This design comes from an exercise in tuning for small area, a short achievable clock period and few clock cycles on the open sky130 flow, not from production work. Only simulation tests tie the RTL to the original design; equivalence was not proved.

==> trial 64: inputs <==
==> flow/design.v <==
module dmc_top (
    input         clk_i,
    input         rst_n_i,
    input         start_i,
    input         read_i,
    input         write_i,
    input  [31:0] address_i,
    input  [31:0] data_i,
    output [31:0] data_o,
    output        ready_o,
    output        mem_read_o,
    output        mem_write_o,
    output [31:0] mem_address_o,
    output [31:0] mem_data_o,
    input  [31:0] mem_data_i
);
reg [127:0] line  [0:3];       
reg [27:0]  tag   [0:3];
reg [3:0]   pres  [0:3];       
reg [3:0]   dirty;
reg        busy;               
reg [31:0] dreg;               
reg [31:0] wdat;               
reg        byp;                
reg        pw_v;
reg [3:0]  pw_a;               
reg        pw_mem;             
reg [27:0] vtag;               
reg [3:0]  ra_a;               
reg [3:0]  mm;                 
reg [3:0]  av;                 
reg [1:0]  wp;                 
reg [31:0] mdo;                
reg        mv;                 
wire [1:0]  idx = address_i[3:2];
wire [27:0] tg  = address_i[31:4];
wire        req = !busy && start_i && (read_i || write_i);
wire        rd  = read_i;
wire        wr  = !read_i;
wire        valid   = |pres[idx];
wire        thit    = valid && (tag[idx] == tg);
wire        dm      = valid && !thit && dirty[idx];
wire        present = thit && pres[idx][address_i[1:0]];
wire [31:0] wbus = pw_mem ? mem_data_i : wdat;
wire        wb_read  = busy && (mm != 4'd0);
wire        wb_write = busy && (mm == 4'd0) && mv;
wire [1:0]  mj = mm[0] ? 2'd0 : mm[1] ? 2'd1 : mm[2] ? 2'd2 : 2'd3;
wire [1:0]  wp_next = wb_write ? wp + 2'd1 : wp;
wire [1:0]   lsel  = busy ? ra_a[3:2] : idx;
wire [1:0]   wsel  = busy ? wp_next : address_i[1:0];
wire [127:0] lword = line[lsel];
wire [31:0]  rword = lword[wsel*32 +: 32];
wire [3:0]   rtgt  = busy ? {ra_a[3:2], wp_next} : address_i[3:0];
wire         rfwd  = pw_v && (pw_a == rtgt);
wire         mfwd  = pw_v && (pw_a == {lsel, busy ? wp_next : 2'd0});
assign ready_o       = !busy;
assign data_o        = byp ? mem_data_i : dreg;
assign mem_read_o    = !busy || wb_read;
assign mem_write_o   = wb_write;
assign mem_address_o = busy ? {vtag, ra_a[3:2], wb_read ? mj : wp} : address_i;
assign mem_data_o    = mdo;
integer k;
always @(posedge clk_i) begin
    if (pw_v)
        line[pw_a[3:2]][pw_a[1:0]*32 +: 32] <= wbus;
    if (req && rd)
        dreg <= rfwd ? wbus : rword;
    else if (byp)
        dreg <= mem_data_i;
    if (req && wr)
        wdat <= data_i;
    else if (busy && byp)
        wdat <= mem_data_i;
    mdo <= mfwd ? wbus : busy ? rword : lword[31:0];
    byp  <= req && rd && !present;
    pw_v <= 1'b0;
    if (!busy) begin
        vtag <= tag[idx];
        ra_a <= address_i[3:0];
        mm   <= ~pres[idx];
        av   <= pres[idx];
        wp   <= 2'd0;
        mv   <= pres[idx][0];
    end
    if (req) begin
        if (dm)
            busy <= 1'b1;
        else begin
            pw_v   <= wr || !present;
            pw_a   <= address_i[3:0];
            pw_mem <= rd;
        end
        if (!thit) begin
            tag[idx]   <= tg;
            pres[idx]  <= 4'b0001 << address_i[1:0];
            dirty[idx] <= wr;
        end else begin
            pres[idx][address_i[1:0]] <= 1'b1;
            if (wr)
                dirty[idx] <= 1'b1;
        end
    end
    if (busy) begin
        if (pw_v)
            av[pw_a[1:0]] <= 1'b1;
        mv <= av[wp_next] || (pw_v && pw_a[1:0] == wp_next);
        if (wb_read) begin
            mm[mj] <= 1'b0;
            pw_v   <= 1'b1;
            pw_a   <= {ra_a[3:2], mj};
            pw_mem <= 1'b1;
        end else if (wb_write) begin
            wp <= wp + 2'd1;
            if (wp == 2'd3) begin
                busy   <= 1'b0;
                pw_v   <= 1'b1;
                pw_a   <= ra_a;
                pw_mem <= 1'b0;
            end
        end
    end
    if (!rst_n_i) begin
        busy <= 1'b0;
        byp  <= 1'b0;
        pw_v <= 1'b0;
        for (k = 0; k < 4; k = k + 1)
            pres[k] <= 4'd0;
    end
end
endmodule
==> flow/run.sh <==
#!/bin/bash
# synth_recipe.tcl (not shown) runs the flow's synth.tcl, then flattens the netlist and writes it again
# the make line also repeats each setting of config.mk as NAME=value (left out here)
make -C /OpenROAD-flow-scripts/flow DESIGN_CONFIG=/design/flow/config.mk WORK_HOME=/design/flow/orfs CLKGATE_MAP_FILE= SYNTH_SCRIPT=/design/flow/synth_recipe.tcl finish
==> flow/config.mk <==
export PLATFORM = sky130hd
export DESIGN_NAME = dmc_top
export DESIGN_NICKNAME = dmc_top
export VERILOG_FILES = /design/flow/design.v
export SDC_FILE = /design/flow/constraint.sdc
export NUM_CORES = 4
export LEC_CHECK = 0
export ABC_CLOCK_PERIOD_IN_PS = 2500
export CAP_MARGIN = 20
export CORE_MARGIN = 2
export CORE_UTILIZATION = 40
export SETUP_SLACK_MARGIN = 3.0
export SLEW_MARGIN = 20
==> flow/constraint.sdc <==
create_clock -name core_clock -period 5.0 [get_ports {clk_i}]
set_input_delay 1.0000 -clock core_clock [delete_from_list [all_inputs] [get_ports {clk_i}]]
set_output_delay 1.0000 -clock core_clock [all_outputs]
set_load 0.01 [all_outputs]
==> build 8 (differences from trial 64) <==
==> flow/design.v, changed modules only <==
module dmc_top (
    input         clk_i,
    input         rst_n_i,
    input         start_i,
    input         read_i,
    input         write_i,
    input  [31:0] address_i,
    input  [31:0] data_i,
    output [31:0] data_o,
    output        ready_o,
    output        mem_read_o,
    output        mem_write_o,
    output [31:0] mem_address_o,
    output [31:0] mem_data_o,
    input  [31:0] mem_data_i
);
reg [31:0]  store [0:15];      
reg [27:0]  tag   [0:3];
reg [3:0]   pres  [0:3];       
reg [3:0]   dirty;
reg        busy;               
reg        rdy;                
reg        mrd;                
reg [31:0] dreg;               
reg [31:0] wdat;               
reg        byp;                
reg        nbyp;               
reg        pw_v;
reg [3:0]  pw_a;               
reg        pw_mem;             
reg [27:0] vtag;               
reg [3:0]  ra_a;               
reg [3:0]  mm;                 
reg [3:0]  av;                 
reg [1:0]  wp;                 
reg [15:0] wsel;               
reg [31:0] mdo;                
reg        ord, owr;           
reg [1:0]  oj;                 
wire [1:0]  idx = address_i[3:2];
wire [1:0]  off = address_i[1:0];
wire [27:0] tg  = address_i[31:4];
wire        req = rdy && start_i && (read_i || write_i);
wire        rd  = read_i;
wire        wr  = !read_i;
wire [3:0]  match;
wire [15:0] asel;
wire [15:0] sel;
genvar g;
generate
    for (g = 0; g < 4; g = g + 1) begin : cmp
        assign match[g] = (tag[g] == tg);
    end
    for (g = 0; g < 16; g = g + 1) begin : dec
        assign asel[g] = address_i[3:0] == g;
        assign sel[g]  = (rdy && asel[g]) || wsel[g];
    end
endgenerate
wire [3:0]  lv, lh, ld, lp;
generate
    for (g = 0; g < 4; g = g + 1) begin : line_state
        assign lv[g] = |pres[g];
        assign lh[g] = lv[g] && match[g];
        assign ld[g] = lv[g] && !match[g] && dirty[g];
        assign lp[g] = lh[g] && pres[g][off];
    end
endgenerate
wire [3:0]  pi      = pres[idx];
wire        dm      = ld[idx];
wire        present = lp[idx];
wire [31:0] wbus = pw_mem ? mem_data_i : wdat;
reg  [31:0] rword;
integer k;
always @(*) begin
    rword = 32'd0;
    for (k = 0; k < 16; k = k + 1)
        rword = rword | ({32{sel[k]}} & store[k]);
end
wire        rfwd   = pw_v && (pw_a == address_i[3:0]);
wire        mfwd   = pw_v && (pw_a == {ra_a[3:2], wp});
wire [3:0]  mi     = ~pi;
wire [1:0]  mij    = mi[0] ? 2'd0 : mi[1] ? 2'd1 : mi[2] ? 2'd2 : 2'd3;
wire [1:0]  mmj    = mm[0] ? 2'd0 : mm[1] ? 2'd1 : mm[2] ? 2'd2 : 2'd3;
wire        wavail = av[wp] || (pw_v && pw_a[1:0] == wp);
wire        last   = owr && oj == 2'd3;
wire        issue_w = !last && mm == 4'd0 && wavail;
wire [1:0]  wp_n   = issue_w ? wp + 2'd1 : wp;
assign ready_o       = rdy;
assign data_o        = ({32{byp}} & mem_data_i) | ({32{nbyp}} & dreg);
assign mem_read_o    = (rdy && start_i && read_i) || mrd;
assign mem_write_o   = owr;
assign mem_address_o = ({32{rdy}} & address_i) | ({32{busy}} & {vtag, ra_a[3:2], oj});
assign mem_data_o    = mdo;
always @(posedge clk_i) begin
    if (pw_v)
        store[pw_a] <= wbus;
    if (req && rd)
        dreg <= rfwd ? wbus : rword;
    else if (byp)
        dreg <= mem_data_i;
    if (req && wr)
        wdat <= data_i;
    else if (busy && byp)
        wdat <= mem_data_i;
    mdo <= mfwd ? wbus : rword;
    byp  <= req && rd && !present;
    nbyp <= !(req && rd && !present);
    pw_v <= 1'b0;
    if (!busy) begin
        vtag <= tag[idx];
        ra_a <= address_i[3:0];
        av   <= pi;
        ord  <= mi != 4'd0;
        mrd  <= req && dm && mi != 4'd0;
        owr  <= 1'b0;
        oj   <= mij;
        mm   <= mi & ~(4'd1 << mij);
        wp   <= 2'd0;
        wsel <= (req && dm) ? 16'd1 << {idx, 2'd0} : 16'd0;
    end
    if (req) begin
        tag[idx] <= tg;
        pw_a   <= address_i[3:0];
        pw_mem <= rd;
        if (dm) begin
            busy <= 1'b1;
            rdy  <= 1'b0;
        end else
            pw_v <= wr || !present;
        for (k = 0; k < 4; k = k + 1)
            if (idx == k) begin
                pres[k]  <= (lh[k] ? pres[k] : 4'd0) | (4'd1 << off);
                dirty[k] <= (lh[k] && dirty[k]) || wr;
            end
    end
    if (busy) begin
        if (pw_v)
            av[pw_a[1:0]] <= 1'b1;
        if (ord) begin
            pw_v   <= 1'b1;
            pw_a   <= {ra_a[3:2], oj};
            pw_mem <= 1'b1;
        end
        wp   <= wp_n;
        wsel <= last ? 16'd0 : 16'd1 << {ra_a[3:2], wp_n};
        if (last) begin
            busy   <= 1'b0;
            rdy    <= 1'b1;
            mrd    <= 1'b0;
            ord    <= 1'b0;
            owr    <= 1'b0;
            pw_v   <= 1'b1;
            pw_a   <= ra_a;
            pw_mem <= 1'b0;
        end else if (mm != 4'd0) begin
            ord    <= 1'b1;
            mrd    <= 1'b1;
            owr    <= 1'b0;
            oj     <= mmj;
            mm     <= mm & ~(4'd1 << mmj);
        end else begin
            ord    <= 1'b0;
            mrd    <= 1'b0;
            owr    <= issue_w;
            oj     <= wp;
        end
    end
    if (!rst_n_i) begin
        busy <= 1'b0;
        rdy  <= 1'b1;
        mrd  <= 1'b0;
        byp  <= 1'b0;
        nbyp <= 1'b1;
        pw_v <= 1'b0;
        owr  <= 1'b0;
        wsel <= 16'd0;
        for (k = 0; k < 4; k = k + 1)
            pres[k] <= 4'd0;
    end
end
endmodule
==> flow/flow/run.sh (new file) <==
#!/bin/bash
# The standard layout, with the ports buffered by plain buffers instead of the
# delay cells buffer_ports picks by default.
set -euo pipefail
export BUFFER_PORTS_ARGS="-buffer_cell sky130_fd_sc_hd__buf_2"
bash standard.sh > standard.log 2>&1
==> flow/standard.sh (new file) <==
#!/bin/bash
# synth_recipe.tcl (not shown) runs the flow's synth.tcl, then flattens the netlist and writes it again
# the make line also repeats each setting of config.mk as NAME=value (left out here)
make -C /OpenROAD-flow-scripts/flow DESIGN_CONFIG=/design/flow/config.mk WORK_HOME=/design/flow/orfs CLKGATE_MAP_FILE= SYNTH_SCRIPT=/design/flow/synth_recipe.tcl "${@:-finish}"
- ABC_CLOCK_PERIOD_IN_PS: 2500 -> default
- CTS_BUF_LIST: default -> sky130_fd_sc_hd__clkbuf_8
- SETUP_SLACK_MARGIN: 3.0 -> 2.0
removed: flow/run.sh
==> trial 9 (differences from trial 64) <==
==> flow/design.v, changed modules only <==
module dmc_top (
    input         clk_i,
    input         rst_n_i,
    input         start_i,
    input         read_i,
    input         write_i,
    input  [31:0] address_i,
    input  [31:0] data_i,
    output [31:0] data_o,
    output        ready_o,
    output        mem_read_o,
    output        mem_write_o,
    output [31:0] mem_address_o,
    output [31:0] mem_data_o,
    input  [31:0] mem_data_i
);
reg [31:0] store [0:15];       
reg [27:0] tag   [0:3];
reg [3:0]  pres  [0:3];        
reg [3:0]  dirty;
reg        busy;               
reg [31:0] dreg;               
reg [31:0] wdat;               
reg        byp;                
reg        pw_v;
reg [3:0]  pw_a;               
reg        pw_mem;             
reg [27:0] ra_tag;
reg [3:0]  ra_a;
reg        ra_wr;
reg [3:0]  mm;                 
reg [1:0]  wp;                 
wire [1:0]  idx = address_i[3:2];
wire [27:0] tg  = address_i[31:4];
wire        req = !busy && start_i && (read_i || write_i);
wire        rd  = read_i;
wire        wr  = !read_i;
wire        valid = |pres[idx];
wire        thit  = valid && (tag[idx] == tg);
wire        dm    = valid && !thit && dirty[idx];
wire        present = thit && pres[idx][address_i[1:0]];
wire [31:0] wbus = pw_mem ? mem_data_i : wdat;
wire        fwd  = pw_v && (pw_a == address_i[3:0]);
wire [3:0]  rsel = busy ? {ra_a[3:2], wp} : address_i[3:0];
wire [31:0] rword = store[rsel];
wire        wb_read  = busy && (mm != 4'd0);
wire        wb_write = busy && (mm == 4'd0) && !(pw_v && pw_a[1:0] == wp);
wire [1:0]  mj = mm[0] ? 2'd0 : mm[1] ? 2'd1 : mm[2] ? 2'd2 : 2'd3;
assign ready_o       = !busy;
assign data_o        = byp ? mem_data_i : dreg;
assign mem_read_o    = !busy || wb_read;
assign mem_write_o   = wb_write;
assign mem_address_o = busy ? {tag[ra_a[3:2]], ra_a[3:2], wb_read ? mj : wp} : address_i;
assign mem_data_o    = rword;
integer k;
always @(posedge clk_i) begin
    if (pw_v)
        store[pw_a] <= wbus;
    if (req && rd)
        dreg <= fwd ? wbus : rword;
    else if (byp)
        dreg <= mem_data_i;
    if (req && wr)
        wdat <= data_i;
    else if (busy && byp)
        wdat <= mem_data_i;
    byp  <= req && rd && !present;
    pw_v <= 1'b0;
    if (req) begin
        ra_tag <= tg;
        ra_a   <= address_i[3:0];
        ra_wr  <= wr;
        if (dm) begin
            busy <= 1'b1;
            mm   <= ~pres[idx];
            wp   <= 2'd0;
        end else begin
            pw_v   <= wr || !present;
            pw_a   <= address_i[3:0];
            pw_mem <= rd;
            if (!thit) begin
                tag[idx]   <= tg;
                pres[idx]  <= 4'b0001 << address_i[1:0];
                dirty[idx] <= wr;
            end else begin
                pres[idx][address_i[1:0]] <= 1'b1;
                if (wr)
                    dirty[idx] <= 1'b1;
            end
        end
    end
    if (busy) begin
        if (wb_read) begin
            mm[mj] <= 1'b0;
            pw_v   <= 1'b1;
            pw_a   <= {ra_a[3:2], mj};
            pw_mem <= 1'b1;
        end else if (wb_write) begin
            wp <= wp + 2'd1;
            if (wp == 2'd3) begin
                busy <= 1'b0;
                tag[ra_a[3:2]]   <= ra_tag;
                pres[ra_a[3:2]]  <= 4'b0001 << ra_a[1:0];
                dirty[ra_a[3:2]] <= ra_wr;
                pw_v   <= 1'b1;
                pw_a   <= ra_a;
                pw_mem <= 1'b0;
            end
        end
    end
    if (!rst_n_i) begin
        busy <= 1'b0;
        byp  <= 1'b0;
        pw_v <= 1'b0;
        for (k = 0; k < 4; k = k + 1)
            pres[k] <= 4'd0;
    end
end
endmodule
- SETUP_SLACK_MARGIN: 3.0 -> 2.5
==> notes <==
- Wire length, highest first: trial 64, build 8, trial 9.
- In trial 64 the hold slack is higher than in trial 9, by 0.0074 ns.
- Via count, highest first: trial 64, build 8, trial 9.
- Non-clock buffer count: build 8 < trial 9 < trial 64.
Testbench counts of trial 64, summed over its fixed seeds: cycles 8,719.
Testbench counts of build 8, summed over its fixed seeds: cycles 8,771.
Testbench counts of trial 9, summed over its fixed seeds: cycles 8,719.

## afterwards: timing with drivers on the ports
How much do the figures lean on ideal ports? The routed layouts below were timed once more, with nothing changed but the port constraints. Step 1 assumes that a clkbuf_16 drives the clock port and a buf_2 every other input. Step 2, shift: input delay + t, output delay - t, t = (earliest + latest rising clock arrival at the registers) / 2. This alone moves slack from input paths to output paths. Slacks: ideal ports / drivers / drivers and shift; pairs: ideal ports / drivers.
| run | t, ns | setup slack, ns | worst slew at a driven data input, ns | cell pins on the clock port's net |
|---|---|---|---|---|
| trial 64 | 0.712 | 1.798 / 1.731 / 1.089 | 0.15 | 1 |
| build 8 | 0.849 | 2.013 / 1.968 / 1.211 | 0.08 | 1 |
| trial 9 | 0.680 | 1.070 / 1.002 / 1.054 | 0.09 | 1 |
After both steps every run listed still meets setup and hold. For build 8, which loses most, drivers alone change the setup slack by -0.045 ns; drivers and shift together by -0.802 ns.
